This design comes from an exercise in tuning for small area, a short achievable clock period and few clock cycles on the open sky130 flow, not from production work. No functional check of the RTL was part of any run shown here. No activity file was given, so power comes from the tool's default toggle rates.

[flow/design.v]
module fadd_a(input [15:0] a, input [15:0] b, output [45:0] p);
  wire [4:0] ea = a[14:10], eb = b[14:10];
  wire sa = a[15], sb = b[15];
  wire [4:0] d = ea - eb;
  wire swap = (eb > ea);
  wire sub = sa ^ sb;
  wire [4:0] E0 = swap ? eb : ea;
  wire [10:0] ma = {|ea, a[9:0]}, mb = {|eb, b[9:0]};
  wire [10:0] mbig = swap ? mb : ma;
  wire [10:0] msml = swap ? ma : mb;
  wire [25:0] al = {msml, 15'b0} >> d;
  wire spec = (&ea) | (&eb);
  wire sign = spec ? ((&ea) ? sa : sb) : (swap ? sb : sa);
  assign p = {spec, sign, E0, sub, mbig, al, sub & (|al[14:0])};
endmodule
module fadd_b(input [45:0] p, output [23:0] q);
  wire spec = p[45], sign = p[44];
  wire [4:0] E0 = p[43:39];
  wire sub = p[38];
  wire [10:0] mbig = p[37:27];
  wire [25:0] al = p[26:1];
  wire borrow = p[0];
  wire [14:0] x = al[14:0];
  wire [11:0] yv = {sub, al[25:15] ^ {11{sub}}};
  wire [12:0] sum = {1'b0, mbig, 1'b1} + {yv, sub & ~borrow};
  wire [11:0] hi = sum[12:1];
  wire z13 = (x[12:0] == 13'd0);
  wire o13 = (x[12:0] == 13'h1FFF);
  wire c14 = ~x[13] & z13;
  wire s13 = sub ? (~x[13] ^ z13) : x[13];
  wire s14 = sub ? (~x[14] ^ c14) : x[14];
  wire or121 = sub ? ~(z13 | o13) : (|x[12:1]);
  wire and121 = sub ? ((x[12:0] == 13'd1) | (x[12:0] == 13'd2)) : (&x[12:1]);
  assign q = {spec, sign, E0, hi, s14, s13, or121, and121, x[0]};
endmodule
module fadd_c(input [23:0] p, output [15:0] y);
  wire spec = p[23], sign = p[22];
  wire [4:0] E0 = p[21:17];
  wire [13:0] H = p[16:3];      
  wire or121 = p[2], and121 = p[1], s0 = p[0];
  wire [11:0] U = H[13:2];      
  wire s14 = H[1], s13 = H[0];
  wire or13_1 = s13 | or121;
  wire or13_0 = s13 | or121 | s0;
  wire or12_0 = or121 | s0;
  wire all14_0 = s14 & s13 & and121 & s0;
  wire all14_1 = s14 & s13 & and121;
  wire [4:0] Ep1 = E0 + 5'd1, Ep2 = E0 + 5'd2, Ep3 = E0 + 5'd3;
  wire e28 = (E0 >= 5'd28), e29 = (E0 >= 5'd29), e30 = (E0 == 5'd30);
  wire cZ = (U == 12'd0);
  wire cO = U[11];
  wire cN = ~U[11] & U[10];
  wire [9:0] frO = U[10:1];
  wire condO = U[0] & (s14 | or13_1 | U[1]);
  wire cyO = U[0] & all14_1;
  wire all1O = &frO, zeroO = (frO == 10'd0);
  wire [9:0] frOi = frO + 10'd1;
  wire [9:0] frN = U[9:0];
  wire condN = s14 & (or13_0 | U[0]);
  wire cyN = all14_0;
  wire all1N = &frN, zeroN = (frN == 10'd0);
  wire [9:0] frNi = frN + 10'd1;
  reg [3:0] lz;
  always @(*)
    casez (U[9:0])
      10'b1?????????: lz = 4'd1;
      10'b01????????: lz = 4'd2;
      10'b001???????: lz = 4'd3;
      10'b0001??????: lz = 4'd4;
      10'b00001?????: lz = 4'd5;
      10'b000001????: lz = 4'd6;
      10'b0000001???: lz = 4'd7;
      10'b00000001??: lz = 4'd8;
      10'b000000001?: lz = 4'd9;
      default:        lz = 4'd10;
    endcase
  wire [11:0] X = {U[9:0], s14, s13} << (lz - 4'd1);
  wire [9:0] frL = X[10:1];
  wire condL = U[9] & s13 & (or12_0 | s14);
  wire bumpL = condL & (U[8:0] == 9'd0) & ~s14;
  reg [4:0] EL;
  always @(*)
    casez (U[9:0])
      10'b1?????????: EL = bumpL ? E0 : E0 - 5'd1;
      10'b01????????: EL = E0 - 5'd2;
      10'b001???????: EL = E0 - 5'd3;
      10'b0001??????: EL = E0 - 5'd4;
      10'b00001?????: EL = E0 - 5'd5;
      10'b000001????: EL = E0 - 5'd6;
      10'b0000001???: EL = E0 - 5'd7;
      10'b00000001??: EL = E0 - 5'd8;
      10'b000000001?: EL = E0 - 5'd9;
      default:        EL = E0 - 5'd10;
    endcase
  reg [4:0] E; reg [9:0] F; reg ovf;
  always @(*) begin
    if (cZ) begin
      E = all14_0 ? 5'd22 : 5'd0; F = 10'd0; ovf = 1'b0;
    end else if (cO) begin
      if (cyO & all1O) begin E = Ep3; F = 10'd0; ovf = e28; end
      else if (condO & zeroO & ~cyO) begin E = Ep2; F = frO; ovf = e29; end
      else begin E = Ep1; F = cyO ? frOi : frO; ovf = e30; end
    end else if (cN) begin
      if (cyN & all1N) begin E = Ep2; F = 10'd0; ovf = e29; end
      else if (condN & zeroN & ~cyN) begin E = Ep1; F = frN; ovf = e30; end
      else begin E = E0; F = cyN ? frNi : frN; ovf = 1'b0; end
    end else begin
      E = EL; F = frL; ovf = 1'b0;
    end
  end
  assign y = (spec | ovf) ? {sign, 5'b11111, 10'd0} : {sign, E, F};
endmodule
module fmul_a(input [15:0] a, input [15:0] b, output [66:0] p);
  wire [4:0] ea = a[14:10], eb = b[14:10];
  wire zero = (ea == 5'd0 && a[9:0] == 10'd0) || (eb == 5'd0 && b[9:0] == 10'd0);
  wire [10:0] ma = {1'b1, a[9:0]}, mb = {1'b1, b[9:0]};
  wire [13:0] pp0 = ma * mb[2:0];
  wire [13:0] pp1 = ma * mb[5:3];
  wire [13:0] pp2 = ma * mb[8:6];
  wire [12:0] pp3 = ma * mb[10:9];
  wire ga = ea > 5'd15, gb = eb > 5'd15;
  wire [4:0] ea1 = ea - 5'd15, eb1 = eb - 5'd15;
  reg [5:0] s0, s1;
  always @(*) begin
    if (ga & gb) begin
      s0 = {1'b0, ea1} + {1'b0, eb1};
      s1 = {1'b0, ea1} + {1'b0, eb1} + 6'd1;
    end else if (ga) begin
      s0 = {1'b0, ea1} - {1'b0, eb};
      s1 = s0;
    end else if (gb) begin
      s0 = {1'b0, eb1} - {1'b0, ea};
      s1 = s0;
    end else begin
      s0 = 6'b110001;
      s1 = 6'b110001;
    end
  end
  wire [5:0] t0 = s0 + 6'd15, t1 = s1 + 6'd15;
  wire [4:0] x0 = t0[5] ? 5'b11111 : t0[4:0];
  wire [4:0] x1 = t1[5] ? 5'b11111 : t1[4:0];
  assign p = {zero, a[15] ^ b[15], x1, x0, pp3, pp2, pp1, pp0};
endmodule
module fmul_b(input [66:0] p, output [23:0] q);
  wire [21:0] prod = {p[54:42], 9'd0} + {2'd0, p[41:28], 6'd0} + {5'd0, p[27:14], 3'd0} + {8'd0, p[13:0]};
  assign q = {p[66:55], prod[21:10]};
endmodule
module fmul_c(input [23:0] p, output [15:0] y);
  wire zero = p[23], sign = p[22];
  wire [4:0] x1 = p[21:17], x0 = p[16:12];
  wire [11:0] ph = p[11:0];    
  assign y = zero ? 16'd0 : (ph[11] ? {sign, x1, ph[10:1]} : {sign, x0, ph[9:0]});
endmodule
module ScalarRegFile (clk, rst, ra1, ra2, rd1, rd2,
                      bw_en, bw_hi, bw_dst, bw_data,
                      ww_lo, ww_hi, ww_dst, ww_data, r7_en, r7_data);
  input clk, rst;
  input [2:0] ra1, ra2;
  output [15:0] rd1, rd2;
  input bw_en, bw_hi;
  input [2:0] bw_dst;
  input [7:0] bw_data;
  input ww_lo, ww_hi;
  input [2:0] ww_dst;
  input [15:0] ww_data;
  input r7_en;
  input [15:0] r7_data;
  wire [15:0] regs [0:7];
  assign rd1 = regs[ra1];
  assign rd2 = regs[ra2];
  genvar g;
  generate
    for (g = 0; g < 8; g = g + 1) begin : entry
      reg [15:0] q;
      assign regs[g] = q;
      always @(posedge clk)
        if (rst)
          q <= 16'h0000;
        else begin
          if (ww_lo && ww_dst == g)              q[7:0] <= ww_data[7:0];
          else if (g == 7 && r7_en)              q[7:0] <= r7_data[7:0];
          else if (bw_en && !bw_hi && bw_dst == g) q[7:0] <= bw_data;
          if (ww_hi && ww_dst == g)              q[15:8] <= ww_data[15:8];
          else if (g == 7 && r7_en)              q[15:8] <= r7_data[15:8];
          else if (bw_en && bw_hi && bw_dst == g)  q[15:8] <= bw_data;
        end
    end
  endgenerate
endmodule
module VectorRegFile (clk, we_l, wd_l, we_a, wd_a, heads);
  input clk;
  input [7:0] we_l, we_a;
  input [15:0] wd_l, wd_a;
  output [127:0] heads;
  genvar g;
  generate
    for (g = 0; g < 8; g = g + 1) begin : entry
      reg [255:0] q;
      wire [255:0] rot = {q[15:0], q[255:16]};
      always @(posedge clk)
        q <= {rot[255:240], we_l[g] ? wd_l : rot[239:224], rot[223:192],
              we_a[g] ? wd_a : rot[191:176], rot[175:0]};
      assign heads[16*g +: 16] = q[15:0];
    end
  endgenerate
endmodule
module CVP14(output [15:0] Addr, output RD, output WR, output V, output [15:0] dataOut,
             input Reset, input Clk1, input [15:0] DataIn);
localparam QD = 4;                   
localparam FQ = 11;                  
localparam MU_IDLE = 2'd0, MU_VLD = 2'd1, MU_VSTW = 2'd2, MU_VSTR = 2'd3;
localparam AU_VADD = 2'd0, AU_VDOT = 2'd1, AU_SMUL = 2'd2;
function ok_add;
  input [15:0] x;
  ok_add = (x[14:0] == 15'd0) | (x[14:10] >= 5'd10 && x[14:10] <= 5'd27);
endfunction
function [4:0] emax;
  input [4:0] m;
  input [15:0] x;
  emax = (x[14:10] > m) ? x[14:10] : m;
endfunction
function [4:0] lim_of;
  input [4:0] m;
  lim_of = (m == 5'd31) ? 5'd0 : ((m <= 5'd14) ? 5'd30 : 5'd44 - m);   
endfunction
function ok_mul;
  input [4:0] lim, e;
  ok_mul = (lim != 5'd0) & (e <= lim);
endfunction
reg [3:0] ph;                        
reg [7:0] zf;                        
reg [7:0] sa;                        
reg [4:0] mx [0:7];                  
reg [4:0] lm [0:7];                  
reg [15:0] addr_q, dout_q;
reg rd_q, wr_q, v_q, vflag;
reg [15:0] q [0:QD-1];
reg [2:0] qn;                        
reg [15:0] ir_pc, fpc;
reg f_act;                           
wire [15:0] ir = q[0];
wire ir_v = (qn != 3'd0);
reg [1:0] mu_st;
reg [3:0] mu_cnt;
reg [15:0] base;
reg [2:0] mu_reg;
reg ld_now, ld_last;                 
reg l_oka;
reg [4:0] l_mx;
reg [15:0] ld1;
reg ld1_v;
reg [2:0] ld1_r;
reg sl_v, sl_safe;
reg [1:0] sl_op;
reg [2:0] sl_ra, sl_rb, sl_rd;
reg [15:0] sl_sc;
reg rd_busy, rd_act, vdot_wait, rd_us;
reg [1:0] rd_op;
reg [2:0] rd_ra, rd_rb, rd_rd;
reg [3:0] rd_cnt;
reg [4:1] sv, sfirst, slast, sus;
reg [1:0] sop [1:4];
reg [2:0] srd [1:4];
reg [15:0] x1, y1;
reg [45:0] fa_p;
reg [23:0] fb_p;
reg [66:0] ma_p;
reg [23:0] mb_p;
reg [15:0] wres;
reg a_oka;
reg [4:0] a_mx;
reg ldf_v, ldf_oka;                  
reg [2:0] ldf_r;
reg [4:0] ldf_mx;
reg f5_v, f5_oka;                    
reg [2:0] f5_rd;
reg [4:0] f5_mx;
reg us_busy, us_fin, us_vdot, ovf;
reg [15:0] us_pc;
reg [15:0] fq [0:FQ-1];
reg [3:0] fq_wp, fq_rp, fq_cnt;
reg [15:0] np;                       
reg np_v;
reg [15:0] acc;
reg [4:0] acc_k;
reg [1:0] acc_st;                    
reg vd_pend, vd_wlo, vd_whi, vd_wr;
reg [2:0] vd_rd;
reg [45:0] ca_p;
reg [23:0] cb_p;
integer k;
wire [3:0] op = ir[15:12];
wire is_vadd = (op == 4'd0);
wire is_vdot = (op == 4'd1);
wire is_smul = (op == 4'd2);
wire is_sst  = (op == 4'd3);
wire is_vld  = (op == 4'd4);
wire is_vst  = (op == 4'd5);
wire is_sll  = (op == 4'd6);
wire is_slh  = (op == 4'd7);
wire is_j    = (op == 4'd8);
wire is_au = is_vadd | is_vdot | is_smul;
wire is_mu = is_sst | is_vld | is_vst;
wire [2:0] f_d = ir[11:9], f_a = ir[8:6], f_b = ir[5:3];
wire [15:0] rx, ry;
wire [127:0] heads;
wire redirect = us_fin & ovf;
wire blocking = us_busy & ~(us_fin & ~ovf);           
wire s4_vec = sv[4] & (sop[4] != AU_VDOT);
function pend_w;
  input [2:0] r;
  pend_w = rd_busy & (rd_op != AU_VDOT) & (rd_rd == r);
endfunction
function au_wpend;
  input [2:0] r;
  au_wpend = (rd_busy & (rd_op != AU_VDOT) & (rd_rd == r)) |
             (sv[1] & (sop[1] != AU_VDOT) & (srd[1] == r)) |
             (sv[2] & (sop[2] != AU_VDOT) & (srd[2] == r)) |
             (sv[3] & (sop[3] != AU_VDOT) & (srd[3] == r)) |
             (s4_vec & (srd[4] == r)) | (f5_v & (f5_rd == r));
endfunction
function sl_w;
  input [2:0] r;
  sl_w = sl_v & (sl_op != AU_VDOT) & (sl_rd == r);
endfunction
function sl_r;
  input [2:0] r;
  sl_r = sl_v & ((sl_ra == r) | ((sl_op != AU_SMUL) & (sl_rb == r)));
endfunction
function flags_pend;
  input [2:0] r;
  flags_pend = au_wpend(r) | sl_w(r) | (ldf_v & (ldf_r == r));
endfunction
function pend_s;
  input [2:0] r;
  pend_s = (vd_pend & (vd_rd == r)) | (sl_v & (sl_op == AU_VDOT) & (sl_rd == r));
endfunction
wire mu_free = (mu_st == MU_IDLE);
wire vld_act = (mu_st == MU_VLD) | ld_now;            
wire sl_haz = (vld_act & (mu_reg == sl_ra | (mu_reg == sl_rb & (sl_op != AU_SMUL)))) |
              ((mu_st == MU_VSTW) & (mu_reg == sl_rd) & (sl_op != AU_VDOT));
wire wait_rd_d = vdot_wait & (rd_ra == f_d | rd_rb == f_d);
wire sl_start = sl_v & ~rd_busy & ~sl_haz & ((sl_op != AU_VDOT) | ~vd_pend);
wire issue_safe = is_vadd ? (sa[f_a] & sa[f_b]) :
                  is_vdot ? ok_mul(lm[f_a], mx[f_b]) :
                            ok_mul(lm[f_a], ry[14:10]);
reg issue_ok;
always @(*) begin
  if (is_au)       issue_ok = (~sl_v | sl_start) & (~is_smul | ~pend_s(f_b)) &
                              (issue_safe | ~(flags_pend(f_a) | (~is_smul & flags_pend(f_b))));
  else if (is_vld) issue_ok = mu_free & ~pend_s(f_a) & ~pend_w(f_d) & ~wait_rd_d & ~sl_r(f_d) & ~sl_w(f_d);
  else if (is_vst) issue_ok = mu_free & ~ld_now & ~pend_s(f_a) & ~pend_w(f_d) & ~sl_w(f_d);
  else if (is_sst) issue_ok = mu_free & ~pend_s(f_a) & ~pend_s(f_d);
  else if (is_sll | is_slh) issue_ok = ~(sl_v & (sl_op == AU_VDOT) & (sl_rd == f_d));
  else issue_ok = 1'b1;
end
wire issue = ir_v & ~blocking & ~redirect & issue_ok;
wire au_issue = issue & is_au;
wire mu_issue = issue & is_mu;
wire sll_vd = issue & is_sll & vd_pend & (vd_rd == f_d);
wire slh_vd = issue & is_slh & vd_pend & (vd_rd == f_d);
wire r7_en = redirect & ~(us_vdot & vd_rd == 3'd7);
wire r7_vd = r7_en & vd_pend & (vd_rd == 3'd7);
ScalarRegFile srf(.clk(Clk1), .rst(Reset),
                  .ra1(f_a), .ra2(is_smul ? f_b : f_d), .rd1(rx), .rd2(ry),
                  .bw_en(issue & (is_sll | is_slh)), .bw_hi(is_slh), .bw_dst(f_d), .bw_data(ir[7:0]),
                  .ww_lo(vd_wr & vd_wlo & ~sll_vd), .ww_hi(vd_wr & vd_whi & ~slh_vd),
                  .ww_dst(vd_rd), .ww_data(acc),
                  .r7_en(r7_en), .r7_data(us_pc));
wire [7:0] we_l = ld1_v ? (8'd1 << ld1_r) : 8'd0;
wire [7:0] we_a = s4_vec ? (8'd1 << srd[4]) : 8'd0;
VectorRegFile vrf(.clk(Clk1), .we_l(we_l), .wd_l(ld1), .we_a(we_a), .wd_a(wres), .heads(heads));
wire [2:0] sel_a = rd_busy ? rd_ra : sl_ra;
wire [2:0] sel_b = rd_busy ? rd_rb : sl_rb;
wire [2:0] sel_c = mu_free ? f_d : mu_reg;
wire [15:0] va = zf[sel_a] ? 16'd0 : heads[16*sel_a +: 16];
wire [15:0] vb = zf[sel_b] ? 16'd0 : heads[16*sel_b +: 16];
wire [15:0] vc = zf[sel_c] ? 16'd0 : heads[16*sel_c +: 16];
wire [1:0] i_op = is_vadd ? AU_VADD : (is_vdot ? AU_VDOT : AU_SMUL);
wire sl_vdot = (sl_op == AU_VDOT);
wire first_read = (sl_start & (~sl_vdot | ph == 4'd0)) | (vdot_wait & ph == 4'd0);
wire read_now = first_read | rd_act;
wire read_last = rd_act & (rd_cnt == 4'd15);
wire [1:0] cur_op = sl_start ? sl_op : rd_op;
wire [2:0] cur_rd = sl_start ? sl_rd : rd_rd;
wire [45:0] fa_pn;
wire [23:0] fb_pn;
wire [66:0] ma_pn;
wire [23:0] mb_pn;
wire [15:0] fc_y, mc_y;
fadd_a ua1(.a(x1), .b(y1), .p(fa_pn));
fadd_b ua2(.p(fa_p), .q(fb_pn));
fadd_c ua3(.p(fb_p), .y(fc_y));
fmul_a um1(.a(x1), .b(y1), .p(ma_pn));
fmul_b um2(.p(ma_p), .q(mb_pn));
fmul_c um3(.p(mb_p), .y(mc_y));
always @(posedge Clk1) begin
  if (Reset) begin
    rd_busy <= 1'b0; rd_act <= 1'b0; vdot_wait <= 1'b0; sl_v <= 1'b0;
    sv <= 4'd0;
    us_busy <= 1'b0; us_fin <= 1'b0; ovf <= 1'b0;
  end else begin
    if (us_fin) begin us_fin <= 1'b0; us_busy <= 1'b0; end
    else if (sv[4] & slast[4] & sus[4]) us_fin <= 1'b1;
    if (sl_start) sl_v <= 1'b0;
    if (au_issue) begin
      sl_v <= 1'b1;
      sl_op <= i_op; sl_ra <= f_a; sl_rb <= f_b; sl_rd <= f_d; sl_safe <= issue_safe; sl_sc <= ry;
      if (~issue_safe) begin
        us_busy <= 1'b1; us_vdot <= is_vdot; us_pc <= ir_pc; ovf <= 1'b0;
      end
    end
    if (sl_start) begin
      rd_busy <= 1'b1;
      rd_op <= sl_op; rd_ra <= sl_ra; rd_rb <= sl_rb; rd_rd <= sl_rd; rd_us <= ~sl_safe;
      vdot_wait <= sl_vdot & (ph != 4'd0);
    end
    if (vdot_wait & ph == 4'd0) vdot_wait <= 1'b0;
    if (first_read) begin rd_act <= 1'b1; rd_cnt <= 4'd1; end
    else if (rd_act) begin rd_cnt <= rd_cnt + 4'd1; if (rd_cnt == 4'd15) rd_act <= 1'b0; end
    if (read_last) rd_busy <= 1'b0;
    sv <= {sv[3:1], read_now};
    if (sv[4] & (wres == 16'h7C00)) ovf <= 1'b1;
  end
end
always @(posedge Clk1) begin
  if (read_now) begin
    x1 <= va;
    if (cur_op != AU_SMUL) y1 <= vb;
    else if (sl_start) y1 <= sl_sc;
  end
  sfirst <= {sfirst[3:1], first_read};
  slast <= {slast[3:1], read_last};
  sus <= {sus[3:1], sl_start ? ~sl_safe : rd_us};
  sop[1] <= cur_op; sop[2] <= sop[1]; sop[3] <= sop[2]; sop[4] <= sop[3];
  srd[1] <= cur_rd; srd[2] <= srd[1]; srd[3] <= srd[2]; srd[4] <= srd[3];
  fa_p <= fa_pn;
  fb_p <= fb_pn;
  ma_p <= ma_pn;
  mb_p <= mb_pn;
  wres <= (sop[3] == AU_VADD) ? fc_y : mc_y;
  if (s4_vec) begin
    a_oka <= (a_oka | sfirst[4]) & ok_add(wres);
    a_mx <= emax(sfirst[4] ? 5'd0 : a_mx, wres);
  end
end
wire push = sv[4] & (sop[4] == AU_VDOT);
wire fq_has = (fq_cnt != 4'd0);
wire step = vd_pend & np_v & (acc_st == 2'd0) & (acc_k != 5'd16);
wire np_load_q = step & fq_has;                        
wire np_load_p = push & (step ? ~fq_has : ~np_v);       
wire fq_push = push & ~np_load_p;
wire [45:0] ca_pn;
wire [23:0] cb_pn;
wire [15:0] cc_y;
fadd_a uc1(.a(acc), .b(np), .p(ca_pn));
fadd_b uc2(.p(ca_p), .q(cb_pn));
fadd_c uc3(.p(cb_p), .y(cc_y));
always @(posedge Clk1) begin
  if (Reset) begin
    vd_pend <= 1'b0; acc_st <= 2'd0; vd_wr <= 1'b0; np_v <= 1'b0;
  end else begin
    if (sll_vd | r7_vd) vd_wlo <= 1'b0;
    if (slh_vd | r7_vd) vd_whi <= 1'b0;
    if (sl_start & sl_vdot) begin
      vd_pend <= 1'b1; vd_rd <= sl_rd; vd_wlo <= 1'b1; vd_whi <= 1'b1;
      acc_k <= 5'd0; fq_cnt <= 4'd0; fq_wp <= 4'd0; fq_rp <= 4'd0; np_v <= 1'b0;
    end else begin
      if (fq_push) fq_wp <= (fq_wp == FQ - 1) ? 4'd0 : fq_wp + 4'd1;
      if (np_load_q) fq_rp <= (fq_rp == FQ - 1) ? 4'd0 : fq_rp + 4'd1;
      fq_cnt <= fq_cnt + {3'd0, fq_push} - {3'd0, np_load_q};
      if (step) acc_k <= acc_k + 5'd1;
      if (np_load_q | np_load_p) np_v <= 1'b1;
      else if (step) np_v <= 1'b0;
    end
    acc_st <= {acc_st[0], step & (acc_k != 5'd0)};
    vd_wr <= acc_st[1] & (acc_k == 5'd16);
    if (vd_wr) vd_pend <= 1'b0;
  end
end
always @(posedge Clk1) begin
  if (fq_push) fq[fq_wp] <= wres;
  if (np_load_q) np <= fq[fq_rp];
  else if (np_load_p) np <= wres;
  ca_p <= ca_pn;
  cb_p <= cb_pn;
  if (step & (acc_k == 5'd0)) acc <= np;
  else if (acc_st[1]) acc <= cc_y;
end
wire [3:0] eoff0 = is_vld ? ph + 4'd1 : 4'd0;
wire [6:0] soff = {ir[5], ir[5:0]} + {3'd0, eoff0};
wire [15:0] addr_now = rx + {{9{soff[6]}}, soff};
wire [15:0] base_now = rx + {{10{ir[5]}}, ir[5:0]};
reg n_mu_port, n_mu_rd, n_mu_wr, n_ld, n_ld_last, n_first;
reg [15:0] n_dout;
reg [3:0] n_eoff, n_mu_cnt;
reg [1:0] n_mu_st;
always @(*) begin
  n_mu_port = 1'b0; n_mu_rd = 1'b0; n_mu_wr = 1'b0; n_ld = 1'b0; n_ld_last = 1'b0;
  n_first = 1'b0; n_eoff = 4'd0; n_dout = vc;
  n_mu_st = mu_st; n_mu_cnt = mu_cnt;
  case (mu_st)
    MU_IDLE:
      if (mu_issue) begin
        n_first = 1'b1;
        if (is_vld) begin
          n_mu_port = 1'b1; n_mu_rd = 1'b1; n_ld = 1'b1;
          n_mu_st = MU_VLD; n_mu_cnt = 4'd1;
        end else if (is_sst) begin
          n_mu_port = 1'b1; n_mu_wr = 1'b1; n_dout = ry;
        end else if (ph == 4'd0) begin
          n_mu_port = 1'b1; n_mu_wr = 1'b1; n_mu_st = MU_VSTR;
        end else
          n_mu_st = MU_VSTW;
      end
    MU_VLD: begin
      n_mu_port = 1'b1; n_mu_rd = 1'b1; n_ld = 1'b1; n_eoff = ph + 4'd1;
      n_mu_cnt = mu_cnt + 4'd1;
      if (mu_cnt == 4'd15) begin n_mu_st = MU_IDLE; n_ld_last = 1'b1; end
    end
    MU_VSTW:
      if (ph == 4'd0) begin
        n_mu_port = 1'b1; n_mu_wr = 1'b1; n_mu_st = MU_VSTR;
      end
    MU_VSTR: begin
      n_mu_port = 1'b1; n_mu_wr = 1'b1; n_eoff = ph;
      if (ph == 4'd15) n_mu_st = MU_IDLE;
    end
  endcase
end
wire [15:0] n_mu_addr = n_first ? addr_now : base + {12'd0, n_eoff};
wire flush = redirect | (issue & is_j);
wire [15:0] jt = ir_pc + {{4{ir[11]}}, ir[11:0]};
wire [15:0] jt1 = ir_pc + {{4{ir[11]}}, ir[11:0]} + 16'd1;
wire [15:0] target = redirect ? 16'hFFF0 : jt;
wire [15:0] target1 = redirect ? 16'hFFF1 : jt1;
wire [15:0] fpc1 = fpc + 16'd1;
wire arrive = f_act & ~flush;
wire [2:0] qn_a = qn + {2'd0, arrive};                
wire [2:0] qn_b = qn - {2'd0, ~arrive};               
wire [2:0] n_qn = flush ? 3'd0 : (issue ? qn_b : qn_a);
wire room_a = (qn_a != QD);
wire n_f_act = ~n_mu_port & (issue | flush | room_a);
wire [15:0] fetch_addr = flush ? target : fpc;
wire n_vflag = redirect | (vflag & ~issue);
always @(posedge Clk1) begin
  if (Reset) begin
    ph <= 4'd0;
    zf <= 8'hFF; sa <= 8'hFF;
    for (k = 0; k < 8; k = k + 1) begin mx[k] <= 5'd0; lm[k] <= 5'd30; end
    ldf_v <= 1'b0;
    qn <= 3'd0; ir_pc <= 16'd0; fpc <= 16'd1; f_act <= 1'b1;
    addr_q <= 16'd0; rd_q <= 1'b1; wr_q <= 1'b0; v_q <= 1'b0; vflag <= 1'b0;
    mu_st <= MU_IDLE; ld_now <= 1'b0; ld_last <= 1'b0; ld1_v <= 1'b0;
    f5_v <= 1'b0;
  end else begin
    ph <= ph + 4'd1;
    qn <= n_qn;
    ir_pc <= flush ? target : (issue ? ir_pc + 16'd1 : ir_pc);
    fpc <= flush ? (n_f_act ? target1 : target) : (n_f_act ? fpc1 : fpc);
    f_act <= n_f_act;
    addr_q <= n_mu_port ? n_mu_addr : fetch_addr;
    rd_q <= n_mu_port ? n_mu_rd : n_f_act;
    wr_q <= n_mu_port & n_mu_wr;
    vflag <= n_vflag;
    v_q <= n_vflag & ~n_mu_port & n_f_act;    
    mu_st <= n_mu_st; mu_cnt <= n_mu_cnt;
    ld_now <= n_ld; ld_last <= n_ld_last;
    ld1_v <= ld_now; ld1_r <= mu_reg;
    if (ld_now) begin
      l_oka <= l_oka & ok_add(DataIn);
      l_mx <= emax(l_mx, DataIn);
    end
    if (ld_last) zf[mu_reg] <= 1'b0;
    ldf_v <= ld_last & ~au_wpend(mu_reg) & ~sl_w(mu_reg);
    ldf_r <= mu_reg;
    ldf_oka <= l_oka & ok_add(DataIn);
    ldf_mx <= emax(l_mx, DataIn);
    if (ldf_v & ~au_wpend(ldf_r) & ~sl_w(ldf_r)) begin
      sa[ldf_r] <= ldf_oka;
      mx[ldf_r] <= ldf_mx;
      lm[ldf_r] <= lim_of(ldf_mx);
    end
    f5_v <= s4_vec & slast[4];
    f5_rd <= srd[4];
    f5_oka <= (a_oka | sfirst[4]) & ok_add(wres);
    f5_mx <= emax(sfirst[4] ? 5'd0 : a_mx, wres);
    if (f5_v & ~((rd_busy & (rd_op != AU_VDOT) & (rd_rd == f5_rd)) |
                 (sv[1] & (sop[1] != AU_VDOT) & (srd[1] == f5_rd)) |
                 (sv[2] & (sop[2] != AU_VDOT) & (srd[2] == f5_rd)) |
                 (sv[3] & (sop[3] != AU_VDOT) & (srd[3] == f5_rd)) |
                 (s4_vec & (srd[4] == f5_rd)) |
                 (vld_act & (mu_reg == f5_rd)) | (ld1_v & (ld1_r == f5_rd)) | sl_w(f5_rd))) begin
      sa[f5_rd] <= f5_oka;
      mx[f5_rd] <= f5_mx;
      lm[f5_rd] <= lim_of(f5_mx);
    end
    if (read_last & (rd_op != AU_VDOT)) zf[rd_rd] <= 1'b0;
    if (mu_issue & is_vld) begin
      sa[f_d] <= 1'b0; mx[f_d] <= 5'd31; lm[f_d] <= 5'd0;
      l_oka <= 1'b1; l_mx <= 5'd0;
    end
    if (au_issue & ~is_vdot) begin
      sa[f_d] <= 1'b0; mx[f_d] <= 5'd31; lm[f_d] <= 5'd0;
    end
  end
end
wire [QD-1:0] at_a = arrive ? (1 << qn) : {QD{1'b0}};
wire [QD-1:0] at_b = arrive ? (1 << (qn - 3'd1)) : {QD{1'b0}};
always @(posedge Clk1) begin
  for (k = 0; k < QD; k = k + 1)
    if (issue ? at_b[k] : at_a[k]) q[k] <= DataIn;
    else if (issue && k < QD - 1) q[k] <= q[k + 1];
end
always @(posedge Clk1) begin
  if (mu_issue) begin base <= base_now; mu_reg <= f_d; end
  dout_q <= n_dout;
  ld1 <= DataIn;
end
assign Addr = addr_q;
assign RD = rd_q;
assign WR = wr_q;
assign V = v_q;
assign dataOut = dout_q;
endmodule
[flow/run.sh]
#!/bin/bash
# synth_recipe.tcl (not shown) runs the flow's synth.tcl, then flattens the netlist and writes it again
# the make line also repeats each setting of config.mk as NAME=value (left out here)
make -C /OpenROAD-flow-scripts/flow DESIGN_CONFIG=/design/flow/config.mk WORK_HOME=/design/flow/orfs CLKGATE_MAP_FILE= SYNTH_SCRIPT=/design/flow/synth_recipe.tcl finish
[flow/config.mk]
export PLATFORM = sky130hd
export DESIGN_NAME = CVP14
export DESIGN_NICKNAME = CVP14
export VERILOG_FILES = /design/flow/design.v
export SDC_FILE = /design/flow/constraint.sdc
export NUM_CORES = 8
export LEC_CHECK = 0
export CAP_MARGIN = 80
export CORE_MARGIN = 2
export CORE_UTILIZATION = 40
export SLEW_MARGIN = 80
[flow/constraint.sdc]
create_clock -name core_clock -period 20.0 [get_ports {Clk1}]
set_input_delay 4.0000 -clock core_clock [delete_from_list [all_inputs] [get_ports {Clk1}]]
set_output_delay 4.0000 -clock core_clock [all_outputs]
set_load 0.01 [all_outputs]
==> implementation parameters, run 1 <==
Parameter                              Value

Global routing
  Total global routing overflow ... 0
  Antenna violations before repair ... 12
  Via count of the first global-routing pass ... a little over 70000
  All-layer global routing usage ... 0.216
  Global-route wire length before repair ... 458000 um
  Pin count of the biggest net entering global routing ... 34

Critical path
  Source of the worst register-to-register timing path ... q[0][13]
  Cell with the largest stage delay on the worst path ... sky130_fd_sc_hd__edfxtp_1
  Endpoint kind of the worst setup timing path ... flip-flop
  Critical path origin ... q[0][13]
  Biggest fanout along the worst timing path ... 27
  Maximum cell stage delay along the critical path ... between 400 and 500 ps
  Critical path launch point type ... flip-flop
  Worst Setup Path Type ... flip-flop to flip-flop
  Most used cell along the critical path ... sky130_fd_sc_hd__buf_2
  Arrival @ worst endpoint ... about 7600 ps
  Req. time, crit path ... 20560 ps

Routing
  Average wire per cell in the routed design ... roughly 23 um
  Number of nets with antenna violations after detailed routing ... 0
  Vias per Instance ... 5.34
  Drt first pass iters ... 10
  Number of DRC markers after the initial detailed-route iteration ... approximately 5900
  Number of design rule violations left after detail routing ... 0
  Number of vias in the routed layout ... approximately 72000
  Total wirelength of the detailed-routed design ... about 310000 um

STA
  Unrepaired setup endpoints after global routing ... false
  Crit share post-route ... 0.350
  Setup violations, final ... 0
  Final setup skew ... 74.5 ps
  Final number of max-transition violations ... 0
  Tmin final ... ~7000 ps
  Max_slew headroom ... 0.761
  Worst Hold Slack ... 266 ps
  Sum Neg Setup Slack ... 0 ps
  Actual transition at the worst max-transition pin ... approximately 360 ps
  FMAX ... 143 MHz
  Fin. Hold Viols ... 0

Cells and area
  Post-Route Utilization ... 0.494
  Register with the highest flop count ... vrf.entry.q
  Flip-flop count of the largest register, all copies and words added ... 2048
  Regs by FF count ... vrf.entry.q: 2048 flops, fq: 176 flops, srf.entry.q: 128 flops
  Fraction of final layout cells sized beyond drive strength 1 ... 0.240
  Fill cell total of the finished layout ... ~23000
  Area added between synthesis and finish ... 23.3%
  Number of nets in the layout ... 10000

Synth
  FFs w/ async S/R, synth ... 0
  Cell with the most instances after synthesis ... sky130_fd_sc_hd__dfxtp_1
  Leading cell types by count after synthesis ... sky130_fd_sc_hd__dfxtp_1 (2672), sky130_fd_sc_hd__nand2_1 (800), sky130_fd_sc_hd__nor2_1 (501)
  Post-synth top flop ... sky130_fd_sc_hd__dfxtp_1
  Count of flip-flops with a built-in enable after synthesis ... 440
  Cell type with the largest total area after synthesis ... sky130_fd_sc_hd__dfxtp_1
  Synth cell types ... roughly 100
  Count of state elements after synthesis ... about 3100
  Number of instances in the synthesized netlist ... around 9000
  Cell types with the largest area share after synthesis ... sky130_fd_sc_hd__dfxtp_1 (49%), sky130_fd_sc_hd__edfxtp_1 (12%), sky130_fd_sc_hd__mux4_2 (3.6%)
  Warnings, synthesis ... 9
  Mean area per synthesized cell ... 12.1 um2
  Summed instance area of the synthesized netlist ... 108000 um2
  Share of the yosys chip area belonging to registers ... 0.615
  Area share of the leading cell type in the synthesized netlist ... 0.493
  Nets in the synthesized netlist ... between 9000 and 10000

Clock tree
  Number of buffers inserted by post-CTS setup repair ... 0
  Clock tree root driver cell ... sky130_fd_sc_hd__clkbuf_16
  Post-CTS Hold Fix Bufs ... 0
  Buffers from clock root to sink, at most ... 4
  Number of resized instances in the post-cts repair step ... 0
  Inserted Clock Buffers ... 308
  Clk pin slew, worst setup/hold paths ... roughly 60 ps
  H-Tree Level Count ... 5
  Worst-skew pair later-pin latency ... about 870 ps
  CTS tree ... yes
  Number of sinks driven by the clock tree ... between 3000 and 4000

Min path
  Path type of the worst min-delay path ... flip-flop to flip-flop
  Beginning of the worst hold path ... vrf.entry[5].q[143]

Placement
  Final Wtd Congestion ... about 0.9
  DP HPWL ... 220000 um
  IO Port Bufs ... 52

Floorplan
  Vertical die dimension ... 525 um
  Die area ... about 280000 um2
  Row cnt ... around 190
  I/O pin count ... between 50 and 60
  Placeable Area ... 270000 um2
  Starting density of the core ... 0.401
  DIE WIDTH ... between 500 and 600 um

Run
  Maximum capacitance violations ... 0

Power
  Largest voltage drop on the vdd net ... between 0.0001 and 0.00015 V
  Cell area power density ... approximately 160 nW/um2
  P_leak ... 52.2 nW

Outcome
  Status ... no timing/DRC/antenna violations
-- where the power goes --
| group | internal [W] | leakage [nW] | switching [W] |
|---|---|---|---|
| Combinational | 0.00315 | 21.4 | 0.00472 |
| Sequential | 0.00712 | 25.7 | 0.000480 |
| Clock | 0.00342 | 5.04 | 0.00243 |
-- final cells by class --
type	count	area, um2	area share
sequential	3112	66900	0.501
inverter	263	1020	0.00764
tap	3570	4470	0.0334
multi-input combinational	5154	43700	0.327
clock buffer	424	8870	0.0664
antenna	2	5.00	0.0000374
timing repair buffer	789	7210	0.0540
clock inverter	130	1460	0.0109
-- cell usage in the layout (no fill, tap or decap), drive strengths merged, types with 284 or more instances in the layout --
cell type	count
a21oi	376
inv	284
dfxtp	2672
edfxtp	440
o21ai	342
nor2	502
buf	579
mux2	339
nand2	800
ha	305
clkbuf	442
-- through the flow --
stage               cells  setup WS (ps)  power (W)  area [um2]
detailed placement  12900          13050     0.0152      122000
global route        13400          12690     0.0223      134000
floorplan            8985          13340     0.0119      108000
finish              13400          13000     0.0213      134000
CTS                 13400          13000     0.0210      132000
global placement    12300          12460     0.0140      113000
-- final timing paths --
kind | slack (ps) | end | cells after the start
worst min register to register | 270 | vrf.entry[5].q[127] | 0
worst max register to register | 13000 | q[2][0] | 29
worst min-delay path | 270 | vrf.entry[5].q[127] | 0
worst max-delay path | 13000 | q[2][0] | 29
-- per-layer routing --
layer / track usage / up-vias / routed length (um)
met3: 0.0370 / 674 / 19100
met1: 0.292 / 35400 / 134000
met5: 0 / - / 42
met4: 0.0914 / 6 / 13700
met2: 0.343 / 2460 / 139000
li1: - / 33200 / -
-- worst max-delay path, delay by kind of cell, from the launching register on --
family	cells	cell delay (ps)
and+or+nand+nor	6	1010
buffers and inverters	13	2610
AOI/OAI and AO/OA	7	1600
adders and majority gates	1	350
DFF	1	450
muxes	2	650
-- cell families (layout without fill, tap and decap cells) --
logic type	after synthesis	count (layout)	share of synthesized area
buffers and inverters	719	1606	0.0259
other	0	2	0
adders and majority gates	369	369	0.0470
muxes	788	788	0.0974
AOI/OAI and AO/OA	1517	1517	0.0930
xor gates and xnor gates	417	417	0.0337
and+or+nand+nor	2063	2063	0.0877
DFF	3112	3112	0.615
==> run 2: changes to the inputs <==
--- a/flow/design.v
+++ b/flow/design.v
@@ -250,7 +250,8 @@
 reg [15:0] ld1;
 reg ld1_v;
 reg [2:0] ld1_r;
-reg sl_v, sl_safe;
+reg sl_v, sl_wlo, sl_whi;
+reg [15:0] sl_pc;
 reg [1:0] sl_op;
 reg [2:0] sl_ra, sl_rb, sl_rd;
 reg [15:0] sl_sc;
@@ -305,7 +306,7 @@
 wire [15:0] rx, ry;
 wire [127:0] heads;
 wire redirect = us_fin & ovf;
-wire blocking = us_busy & ~(us_fin & ~ovf);           
+wire blocking_us = us_busy & ~(us_fin & ~ovf);        
 wire s4_vec = sv[4] & (sop[4] != AU_VDOT);
 function pend_w;
   input [2:0] r;
@@ -329,29 +330,30 @@
 endfunction
 function flags_pend;
   input [2:0] r;
-  flags_pend = au_wpend(r) | sl_w(r) | (ldf_v & (ldf_r == r));
+  flags_pend = au_wpend(r) | ((vld_act | ldf_v) & (mu_reg == r)) | (ldf_v & (ldf_r == r));
 endfunction
 function pend_s;
   input [2:0] r;
-  pend_s = (vd_pend & (vd_rd == r)) | (sl_v & (sl_op == AU_VDOT) & (sl_rd == r));
+  pend_s = (vd_pend & (vd_wlo | vd_whi) & (vd_rd == r)) |
+           (sl_v & (sl_op == AU_VDOT) & (sl_wlo | sl_whi) & (sl_rd == r));
 endfunction
 wire mu_free = (mu_st == MU_IDLE);
 wire vld_act = (mu_st == MU_VLD) | ld_now;            
 wire sl_haz = (vld_act & (mu_reg == sl_ra | (mu_reg == sl_rb & (sl_op != AU_SMUL)))) |
               ((mu_st == MU_VSTW) & (mu_reg == sl_rd) & (sl_op != AU_VDOT));
 wire wait_rd_d = vdot_wait & (rd_ra == f_d | rd_rb == f_d);
-wire sl_start = sl_v & ~rd_busy & ~sl_haz & ((sl_op != AU_VDOT) | ~vd_pend);
-wire issue_safe = is_vadd ? (sa[f_a] & sa[f_b]) :
-                  is_vdot ? ok_mul(lm[f_a], mx[f_b]) :
-                            ok_mul(lm[f_a], ry[14:10]);
+wire sl_safe = (sl_op == AU_VADD) ? (sa[sl_ra] & sa[sl_rb]) :
+               (sl_op == AU_VDOT) ? ok_mul(lm[sl_ra], mx[sl_rb]) :
+                                    ok_mul(lm[sl_ra], sl_sc[14:10]);
+wire sl_fp = flags_pend(sl_ra) | ((sl_op != AU_SMUL) & flags_pend(sl_rb));
+wire blocking = blocking_us | (sl_v & ~sl_safe);
+wire sl_start = sl_v & ~rd_busy & ~sl_haz & ((sl_op != AU_VDOT) | ~vd_pend) & (sl_safe | ~sl_fp);
 reg issue_ok;
 always @(*) begin
-  if (is_au)       issue_ok = (~sl_v | sl_start) & (~is_smul | ~pend_s(f_b)) &
-                              (issue_safe | ~(flags_pend(f_a) | (~is_smul & flags_pend(f_b))));
+  if (is_au)       issue_ok = (~sl_v | sl_start) & (~is_smul | ~pend_s(f_b));
   else if (is_vld) issue_ok = mu_free & ~pend_s(f_a) & ~pend_w(f_d) & ~wait_rd_d & ~sl_r(f_d) & ~sl_w(f_d);
   else if (is_vst) issue_ok = mu_free & ~ld_now & ~pend_s(f_a) & ~pend_w(f_d) & ~sl_w(f_d);
   else if (is_sst) issue_ok = mu_free & ~pend_s(f_a) & ~pend_s(f_d);
-  else if (is_sll | is_slh) issue_ok = ~(sl_v & (sl_op == AU_VDOT) & (sl_rd == f_d));
   else issue_ok = 1'b1;
 end
 wire issue = ir_v & ~blocking & ~redirect & issue_ok;
@@ -359,6 +361,8 @@
 wire mu_issue = issue & is_mu;
 wire sll_vd = issue & is_sll & vd_pend & (vd_rd == f_d);
 wire slh_vd = issue & is_slh & vd_pend & (vd_rd == f_d);
+wire sll_sl = issue & is_sll & sl_v & (sl_op == AU_VDOT) & (sl_rd == f_d);
+wire slh_sl = issue & is_slh & sl_v & (sl_op == AU_VDOT) & (sl_rd == f_d);
 wire r7_en = redirect & ~(us_vdot & vd_rd == 3'd7);
 wire r7_vd = r7_en & vd_pend & (vd_rd == 3'd7);
 ScalarRegFile srf(.clk(Clk1), .rst(Reset),
@@ -403,16 +407,19 @@
     if (us_fin) begin us_fin <= 1'b0; us_busy <= 1'b0; end
     else if (sv[4] & slast[4] & sus[4]) us_fin <= 1'b1;
     if (sl_start) sl_v <= 1'b0;
+    if (sll_sl) sl_wlo <= 1'b0;
+    if (slh_sl) sl_whi <= 1'b0;
     if (au_issue) begin
       sl_v <= 1'b1;
-      sl_op <= i_op; sl_ra <= f_a; sl_rb <= f_b; sl_rd <= f_d; sl_safe <= issue_safe; sl_sc <= ry;
-      if (~issue_safe) begin
-        us_busy <= 1'b1; us_vdot <= is_vdot; us_pc <= ir_pc; ovf <= 1'b0;
-      end
+      sl_op <= i_op; sl_ra <= f_a; sl_rb <= f_b; sl_rd <= f_d; sl_sc <= ry; sl_pc <= ir_pc;
+      sl_wlo <= 1'b1; sl_whi <= 1'b1;
     end
     if (sl_start) begin
       rd_busy <= 1'b1;
       rd_op <= sl_op; rd_ra <= sl_ra; rd_rb <= sl_rb; rd_rd <= sl_rd; rd_us <= ~sl_safe;
+      if (~sl_safe) begin
+        us_busy <= 1'b1; us_vdot <= sl_vdot; us_pc <= sl_pc; ovf <= 1'b0;
+      end
       vdot_wait <= sl_vdot & (ph != 4'd0);
     end
     if (vdot_wait & ph == 4'd0) vdot_wait <= 1'b0;
@@ -463,7 +470,7 @@
     if (sll_vd | r7_vd) vd_wlo <= 1'b0;
     if (slh_vd | r7_vd) vd_whi <= 1'b0;
     if (sl_start & sl_vdot) begin
-      vd_pend <= 1'b1; vd_rd <= sl_rd; vd_wlo <= 1'b1; vd_whi <= 1'b1;
+      vd_pend <= 1'b1; vd_rd <= sl_rd; vd_wlo <= sl_wlo & ~sll_sl; vd_whi <= sl_whi & ~slh_sl;
       acc_k <= 5'd0; fq_cnt <= 4'd0; fq_wp <= 4'd0; fq_rp <= 4'd0; np_v <= 1'b0;
     end else begin
       if (fq_push) fq_wp <= (fq_wp == FQ - 1) ? 4'd0 : fq_wp + 4'd1;
@@ -600,8 +607,8 @@
       sa[f_d] <= 1'b0; mx[f_d] <= 5'd31; lm[f_d] <= 5'd0;
       l_oka <= 1'b1; l_mx <= 5'd0;
     end
-    if (au_issue & ~is_vdot) begin
-      sa[f_d] <= 1'b0; mx[f_d] <= 5'd31; lm[f_d] <= 5'd0;
+    if (sl_start & ~sl_vdot) begin
+      sa[sl_rd] <= 1'b0; mx[sl_rd] <= 5'd31; lm[sl_rd] <= 5'd0;
     end
   end
 end
--- a/flow/config.mk
+++ b/flow/config.mk
@@ -5,7 +5,7 @@
 export SDC_FILE = /design/flow/constraint.sdc
 export NUM_CORES = 8
 export LEC_CHECK = 0
-export CAP_MARGIN = 80
+export CAP_MARGIN = 30
 export CORE_MARGIN = 2
 export CORE_UTILIZATION = 40
-export SLEW_MARGIN = 80
+export SLEW_MARGIN = 30
==> run 2 against run 1 <==
- sequential share of layout area is 3.9 points higher
- register-to-register slack better by 50 ps
- highest routed layer unchanged
- maximum frequency up 0.68%
- worst setup slack improved by 47 ps
- via count shrank 1.7%
- cell area decreased by 6.9%
- clock skew up 19 ps
- critical endpoint is now fpc[7]
- critical path depth decreased by 5
- routed wire length fell by 2.0%
- sequential cell count increased by 17
==> implementation parameters, run 2 <==
Parameter                              Value

STA
  Fin. Hold Viols ... 0
  Final number of max-transition violations ... 0
  Setup violations, final ... 0
  Unrepaired setup endpoints after global routing ... false
  Final setup skew ... a little over 90 ps
  Post-route setup slack ... 13050 ps
  FMAX ... ~140 MHz
  Crit share post-route ... 0.348
  Tmin final ... 6950 ps
  Actual transition at the worst max-transition pin ... ~1100 ps
  Sum Neg Setup Slack ... 0 ps
  Max_slew headroom ... 0.286

Clock tree
  H-Tree Level Count ... 5
  Clock tree root driver cell ... sky130_fd_sc_hd__clkbuf_16
  Clk pin slew, worst setup/hold paths ... 70 ps
  Buffers from clock root to sink, at most ... 4
  Number of buffers inserted by post-CTS setup repair ... 0
  Number of sinks driven by the clock tree ... between 3000 and 4000
  Post-CTS Hold Fix Bufs ... 0
  Worst-skew pair later-pin latency ... 890 ps
  Inserted Clock Buffers ... about 310
  Number of resized instances in the post-cts repair step ... 0
  CTS tree ... yes

Routing
  Number of vias in the routed layout ... between 70000 and 80000
  Vias per Instance ... 5.40
  Number of design rule violations left after detail routing ... 0
  Total wirelength of the detailed-routed design ... about 300000 um
  Average wire per cell in the routed design ... about 23 um
  Number of DRC markers after the initial detailed-route iteration ... ~6300
  Drt first pass iters ... 7
  Number of nets with antenna violations after detailed routing ... 0

Power
  Net switching component of the power ... about 0.0065 W
  Gate power share ... 0.290
  Total internal power ... ~0.013 W
  Clock share of power ... 0.307
  Cell area power density ... around 150 nW/um2
  Sequential group share of total power ... 0.402
  Switching share of power ... 0.342
  Largest voltage drop on the vdd net ... ~0.00011 V
  P_leak ... just under 50 nW
  Sum of internal, switching and leakage power ... 0.0190 W

Floorplan
  DIE WIDTH ... 527 um
  Die area ... 278000 um2
  Placeable Area ... roughly 270000 um2
  Starting density of the core ... 0.401
  Row cnt ... around 190
  Vertical die dimension ... approximately 530 um
  I/O pin count ... between 50 and 60

Critical path
  Endpoint kind of the worst setup timing path ... flip-flop
  Worst Setup Path Type ... flip-flop to flip-flop
  Cell with the largest stage delay on the worst path ... sky130_fd_sc_hd__dfxtp_1
  Req. time, crit path ... 20690 ps
  Worst-path cell chain ... mux4_2 > mux2i_1 > ha_1 > and3_1 > a211oi_1 > a32oi_1 > o22ai_1 > nand3_1 > a311o_2 > nor2_2 > buf_4 > nor2_2 > buf_4 > nand2_1 > inv_1 > ha_1 > ha_1 > or3_1 > nor2_1 > nand2_4 > nand2_1 > nand2_1 > a21boi_0 > o211a_1
  Worst reg2reg path depth ... 24
  Critical path launch point type ... flip-flop
  Maximum cell stage delay along the critical path ... ~750 ps
  Terminus of the critical flop-to-flop path ... fpc[7]
  Setup slack of the most critical reg-to-reg path ... between 10000 and 15000 ps
  Biggest fanout along the worst timing path ... 33
  Category of cells accounting for the largest share of critical-path delay ... simple AND/OR/NAND/NOR gates
  Arrival @ worst endpoint ... around 7600 ps
  Buffers and inverters on the worst path ... 3

Min path
  Path type of the worst min-delay path ... flip-flop to flip-flop
  Beginning of the worst hold path ... vrf.entry[6].q[85]
  Worst Hold Path EP ... vrf.entry[6].q[69]
  Hold path depth ... 0

Global routing
  Via count of the first global-routing pass ... slightly below 70000
  Pin count of the biggest net entering global routing ... between 150 and 200
  Global-route wire length before repair ... ~450000 um
  Antenna violations before repair ... 22
  All-layer global routing usage ... 0.211
  Total global routing overflow ... 0

Placement
  IO Port Bufs ... 52
  Dpl ws ... ~13000 ps
  Final Wtd Congestion ... 0.917
  Cell count after placement ... approximately 13000
  DP HPWL ... between 150000 and 200000 um

Cells and area
  Post-Route Utilization ... 0.456
  Non-filler instance count after layout ... approximately 13000
  Area added between synthesis and finish ... 13.6%
  Number of nets in the layout ... between 9000 and 10000
  Most common cell after layout, fill and taps aside ... sky130_fd_sc_hd__dfxtp_1
  Regs by FF count ... vrf.entry.q: 2048 flops, fq: 176 flops, srf.entry.q: 128 flops
  Flip-flop count of the largest register, all copies and words added ... approximately 2000
  Fill cell total of the finished layout ... 24200
  Register with the highest flop count ... vrf.entry.q
  Fraction of final layout cells sized beyond drive strength 1 ... 0.137
  Most used cells in the layout excluding fill and tap cells ... sky130_fd_sc_hd__dfxtp_1 (2668), sky130_fd_sc_hd__nand2_1 (795), sky130_fd_sc_hd__nor2_1 (583)

Synth
  Post-synth top flop ... sky130_fd_sc_hd__dfxtp_1
  Synth cell types ... 92
  Cell with the most instances after synthesis ... sky130_fd_sc_hd__dfxtp_1
  Nets in the synthesized netlist ... 9601
  Summed instance area of the synthesized netlist ... roughly 110000 um2
  Leading cell types by count after synthesis ... sky130_fd_sc_hd__dfxtp_1 (2672), sky130_fd_sc_hd__nand2_1 (803), sky130_fd_sc_hd__nor2_1 (590)
  Warnings, synthesis ... 9
  Count of flip-flops with a built-in enable after synthesis ... around 460
  Cell types with the largest area share after synthesis ... sky130_fd_sc_hd__dfxtp_1 (49%), sky130_fd_sc_hd__edfxtp_1 (13%), sky130_fd_sc_hd__mux4_2 (4.1%)
  Cell type with the largest total area after synthesis ... sky130_fd_sc_hd__dfxtp_1
  FFs w/ async S/R, synth ... 0
  Area share of the leading cell type in the synthesized netlist ... 0.488
  Number of instances in the synthesized netlist ... around 9200
  Mean area per synthesized cell ... about 12 um2
  Share of the yosys chip area belonging to registers ... 0.613
  Count of state elements after synthesis ... approximately 3100

Run
  Maximum capacitance violations ... 0

Outcome
  Status ... no timing/DRC/antenna violations
run 2: cell count changes after synthesis, sizes merged, moves of 48 or more:
cell    delta
a311oi    +67
nor3      +50
a211oi    -52
mux2i    -134
a21oi     +60
nor2      +94
a222oi    -49
nand3     +48
run 2: power by group through the flow:
stage	Clock, W	Combinational (W)	Sequential [W]
2_1_floorplan	0	0.00386	0.00744
3_3_place_gp	0	0.00538	0.00777
3_5_place_dp	0	0.00547	0.00778
4_1_cts	0.00596	0.00550	0.00765
5_1_grt	0.00621	0.00602	0.00771
6_report	0.00585	0.00552	0.00765
run 2: worst max path at each step:
stage / end / cells after the start / from / slack, ps
2_1_floorplan: flip-flop / 4 / Reset / 13760
3_3_place_gp: fpc[7] / 24 / flip-flop / 13050
3_5_place_dp: lm[1][0] / 6 / Reset / 12940
4_1_cts: fpc[7] / 24 / flip-flop / 12950
5_1_grt: fpc[7] / 24 / flip-flop / 12570
6_report: fpc[7] / 24 / flip-flop / 13050
run 2: kinds of logic after synthesis:
logic type	after synthesis	synth area share
AO/OA/AOI/OAI	1537	0.0917
XOR/XNOR	409	0.0327
adder cells (fa/ha/maj)	372	0.0469
multiplexers	689	0.0899
buffers and inverters	763	0.0270
AND/OR/NAND/NOR	2312	0.0984
flip-flops	3129	0.613
run 2: per-layer routing:
layer | vias up | part of all wire | global-route usage | wire, um
met5 | - | 0.000090 | 0 | 27
met2 | 2592 | 0.45 | 0.334 | 136000
li1 | 32600 | - | - | -
met3 | 553 | 0.067 | 0.0360 | 20300
met4 | 4 | 0.034 | 0.0723 | 10200
met1 | 34800 | 0.45 | 0.290 | 134000
run 2: area by class of cell:
cell class | count | area [um2] | area share
tap | 3589 | 4490 | 0.0361
antenna | 7 | 17.5 | 0.000141
inverter | 268 | 1010 | 0.00810
clock buffer | 423 | 8810 | 0.0708
clock inverter | 128 | 1480 | 0.0119
timing repair buffer | 197 | 1710 | 0.0137
multi-input combinational | 5319 | 39800 | 0.319
sequential | 3129 | 67200 | 0.540
run 2: through the flow:
step                hold WS, ps  area (um2)
floorplan                   310      110000
global placement            310      114000
detailed placement          312      114000
CTS                         239      124000
global route                233      124000
finish                      250      124000
==> run 3: changes to the inputs <==
--- a/flow/config.mk
+++ b/flow/config.mk
@@ -5,7 +5,7 @@
 export SDC_FILE = /design/flow/constraint.sdc
 export NUM_CORES = 8
 export LEC_CHECK = 0
-export CAP_MARGIN = 30
+export CAP_MARGIN = 80
 export CORE_MARGIN = 2
 export CORE_UTILIZATION = 40
-export SLEW_MARGIN = 30
+export SLEW_MARGIN = 80
==> run 3 against run 2 <==
- synthesized cell count unchanged
- clock skew up 5.1 ps
- clock power is essentially flat
- sequential power decreased by 2%
- critical path depth down 1
- area after synthesis stayed put
- core utilization rose by 3.7 points
- non-clock buffer count grew 593
- count of clock-buffer cells in the layout up 7
- die area unchanged
- largest power group unchanged
==> implementation parameters, run 3 <==
Parameter                              Value

Synth
  Count of state elements after synthesis ... approximately 3100
  Leading cell types by count after synthesis ... sky130_fd_sc_hd__dfxtp_1 (2672), sky130_fd_sc_hd__nand2_1 (803), sky130_fd_sc_hd__nor2_1 (590)
  FFs w/ async S/R, synth ... 0
  Count of flip-flops with a built-in enable after synthesis ... ~460
  Area share of the leading cell type in the synthesized netlist ... 0.488
  Warnings, synthesis ... 9
  Number of instances in the synthesized netlist ... just over 9000
  Cell types with the largest area share after synthesis ... sky130_fd_sc_hd__dfxtp_1 (49%), sky130_fd_sc_hd__edfxtp_1 (13%), sky130_fd_sc_hd__mux4_2 (4.1%)
  Nets in the synthesized netlist ... around 9600
  Summed instance area of the synthesized netlist ... roughly 110000 um2
  Cell with the most instances after synthesis ... sky130_fd_sc_hd__dfxtp_1
  Mean area per synthesized cell ... about 12 um2
  Synth cell types ... between 90 and 100
  Cell type with the largest total area after synthesis ... sky130_fd_sc_hd__dfxtp_1
  Post-synth top flop ... sky130_fd_sc_hd__dfxtp_1
  Share of the yosys chip area belonging to registers ... 0.613

STA
  Tmin final ... ~6500 ps
  Final setup skew ... slightly below 100 ps
  Final number of max-transition violations ... 0
  Crit share post-route ... 0.326
  Sum Neg Setup Slack ... 0 ps
  Fin. Hold Viols ... 0
  Actual transition at the worst max-transition pin ... 313 ps
  Setup violations, final ... 0
  Unrepaired setup endpoints after global routing ... false
  FMAX ... ~150 MHz
  Max_slew headroom ... 0.789

Critical path
  Terminus of the critical flop-to-flop path ... addr_q[15]
  Worst-path cell chain ... clkdlybuf4s18_2 > clkdlybuf4s15_2 > nand2b_4 > or3_1 > buf_4 > nor2_1 > ha_1 > fa_1 > ha_1 > a21o_1 > a21o_1 > a2111oi_2 > clkdlybuf4s50_1 > clkdlybuf4s50_1 > clkdlybuf4s50_1 > o31ai_4 > nor4_2 > nor3_2 > a31oi_1 > o21ai_0 > xnor2_1 > o21ai_0 > o31ai_1
  Maximum cell stage delay along the critical path ... roughly 560 ps
  Worst Setup Path Type ... flip-flop to flip-flop
  Critical path origin ... q[0][14]
  Buffers and inverters on the worst path ... 6
  Source of the worst register-to-register timing path ... q[0][14]
  Setup slack of the most critical reg-to-reg path ... approximately 13000 ps
  Arrival @ worst endpoint ... 7250 ps
  Category of cells accounting for the largest share of critical-path delay ... buffers and inverters
  Critical path launch point type ... flip-flop
  Biggest fanout along the worst timing path ... 11
  Endpoint kind of the worst setup timing path ... flip-flop
  Critical path endpoint ... addr_q[15]
  Cell with the largest stage delay on the worst path ... sky130_fd_sc_hd__clkdlybuf4s50_1
  Critical path depth in cells ... 23
  Req. time, crit path ... ~21000 ps
  Worst reg2reg path depth ... 23
  Most used cell along the critical path ... sky130_fd_sc_hd__clkdlybuf4s50_1

Clock tree
  Number of resized instances in the post-cts repair step ... 0
  Inserted Clock Buffers ... 308
  CTS tree ... yes
  Buffers from clock root to sink, at most ... 4
  Worst-skew pair later-pin latency ... around 900 ps
  H-Tree Level Count ... 5
  Clk pin slew, worst setup/hold paths ... 70 ps
  Clock tree root driver cell ... sky130_fd_sc_hd__clkbuf_16
  Number of sinks driven by the clock tree ... between 3000 and 4000
  Number of buffers inserted by post-CTS setup repair ... 0
  Post-CTS Hold Fix Bufs ... 0

Power
  P_leak ... ~52 nW
  Sum of internal, switching and leakage power ... slightly above 0.02 W
  Cell area power density ... around 150 nW/um2
  Largest voltage drop on the vdd net ... between 0.00009 and 0.0001 V

Global routing
  Met1 track utilization from global routing ... 0.297
  Pin count of the biggest net entering global routing ... 49
  Met2 usage in global routing ... 0.344
  All-layer global routing usage ... 0.215
  Total global routing overflow ... 0
  Antenna violations before repair ... 13
  Busiest metal layer after global routing ... met2
  Global-route wire length before repair ... roughly 460000 um
  Via count of the first global-routing pass ... about 72000
  Met3 GRT Util ... 0.0335

Routing
  Drt first pass iters ... 8
  Number of nets with antenna violations after detailed routing ... 0
  Total wirelength of the detailed-routed design ... 306000 um
  Number of DRC markers after the initial detailed-route iteration ... about 6700
  Number of design rule violations left after detail routing ... 0
  Number of vias in the routed layout ... about 73000
  Average wire per cell in the routed design ... approximately 22 um
  Vias per Instance ... around 5.3

Cells and area
  Number of nets in the layout ... approximately 10000
  Area added between synthesis and finish ... 22.9%
  Non-filler instance count after layout ... 13700
  Regs by FF count ... vrf.entry.q: 2048 flops, fq: 176 flops, srf.entry.q: 128 flops
  Final cell area excluding filler cells ... 135000 um2
  Fraction of final layout cells sized beyond drive strength 1 ... 0.238
  Flip-flop count of the largest register, all copies and words added ... 2048
  Register with the highest flop count ... vrf.entry.q
  Most used cells in the layout excluding fill and tap cells ... sky130_fd_sc_hd__dfxtp_1 (2576), sky130_fd_sc_hd__nand2_1 (761), sky130_fd_sc_hd__nor2_1 (517)
  Most common cell after layout, fill and taps aside ... sky130_fd_sc_hd__dfxtp_1

Floorplan
  Starting density of the core ... 0.401
  Placeable Area ... approximately 270000 um2
  Vertical die dimension ... between 500 and 600 um
  Row cnt ... 192
  DIE WIDTH ... ~530 um
  Die area ... around 280000 um2
  I/O pin count ... 53

Min path
  Path type of the worst min-delay path ... flip-flop to flip-flop

Placement
  Instance area at placement ... between 100000 and 150000 um2
  Final Wtd Congestion ... a little over 0.9
  Cell count after placement ... approximately 13000
  DP HPWL ... around 220000 um
  IO Port Bufs ... 52

Run
  Maximum capacitance violations ... 0

Outcome
  Status ... no timing/DRC/antenna violations
-- run 3: changes by cell type in the layout (fill, tap and decap cells not counted), moves of 62 or more --
cell | previous run | this run
sky130_fd_sc_hd__dfxtp_1 | 2668 | 2576
sky130_fd_sc_hd__buf_1 | 0 | 102
sky130_fd_sc_hd__nor2_1 | 583 | 517
sky130_fd_sc_hd__buf_2 | 0 | 184
sky130_fd_sc_hd__clkdlybuf4s18_2 | 0 | 85
sky130_fd_sc_hd__o21ai_0 | 305 | 231
sky130_fd_sc_hd__a21oi_1 | 435 | 373
-- run 3: metal layers --
layer	vias to the layer above	wire length [um]
met5	-	13
met4	2	10300
met3	572	19100
met2	2533	141000
met1	36000	136000
li1	33800	-
-- run 3: cell families after synthesis --
| kind of cell | after synthesis | share of synthesized area |
|---|---|---|
| XOR/XNOR | 409 | 0.0327 |
| AO/OA/AOI/OAI | 1537 | 0.0917 |
| buffers and inverters | 763 | 0.0270 |
| flip-flops | 3129 | 0.613 |
| adder cells (fa/ha/maj) | 372 | 0.0469 |
| AND/OR/NAND/NOR | 2312 | 0.0984 |
| multiplexers | 689 | 0.0899 |
-- run 3: how the worst min path moves through the flow --
stage / start / endpoint / slack, ps / depth (start not counted)
6_report: vrf.entry[6].q[69] / vrf.entry[6].q[53] / 260 / 0
5_1_grt: vrf.entry[5].q[46] / vrf.entry[5].q[30] / 250 / 0
4_1_cts: vrf.entry[6].q[69] / vrf.entry[6].q[53] / 250 / 0
3_5_place_dp: fa_p[40] / fb_p[18] / 310 / 0
3_3_place_gp: vrf.entry[4].q[126] / vrf.entry[4].q[110] / 310 / 0
2_1_floorplan: ca_p[39] / cb_p[17] / 310 / 0
-- run 3: stage by stage --
step / util / hold WS, ps / setup WS (ps)
finish: 0.493 / 262 / 13480
global route: 0.493 / 247 / 13160
CTS: 0.489 / 249 / 13520
detailed placement: 0.451 / 312 / 13480
global placement: 0.417 / 310 / 13050
floorplan: - / 310 / 13760
-- run 3: report_power, final --
part           internal [W]  switching, W
logic               0.00281       0.00412
clock network       0.00338       0.00243
registers           0.00709      0.000434
total                0.0133       0.00699
-- run 3: final cells by class --
class	count	area (um2)
fillers	23300	138000
inverters	268	1020
multi-input cells	5319	43600
repair buffers	790	7820
diodes	3	7.51
well taps	3589	4490
clock inverters	123	1270
clock buffers	430	9000
flip-flops and latches	3129	67400

-- port drivers added, routing unchanged --
How much do the figures lean on ideal ports? The routed layouts below were timed once more, with nothing changed but the port constraints. Step 1, drivers: a clkbuf_16 drives Clk1 and a buf_2 each remaining input, both assumed. Step 2 moves the port delays by t, midway between the first and last clock arrival at a register: inputs arrive t later, outputs are due t later. That takes back most of the time a late clock gives input paths. Slacks: ideal / step 1 / step 2; pairs: ideal / step 1.
| run | t (ns) | slack for setup (ns) | worst register clock-pin slew, ns |
|---|---|---|---|
| run 1 | 0.930 | 12.999 / 12.999 / 12.999 | 0.07 / 0.07 |
| run 2 | 0.928 | 13.046 / 13.046 / 12.877 | 0.07 / 0.07 |
| run 3 | 0.940 | 13.477 / 13.477 / 13.343 | 0.07 / 0.07 |
After both steps setup and hold are still met in every run listed. For run 2, which loses most, drivers alone change the setup slack by 0.000 ns; drivers and shift together by -0.169 ns.
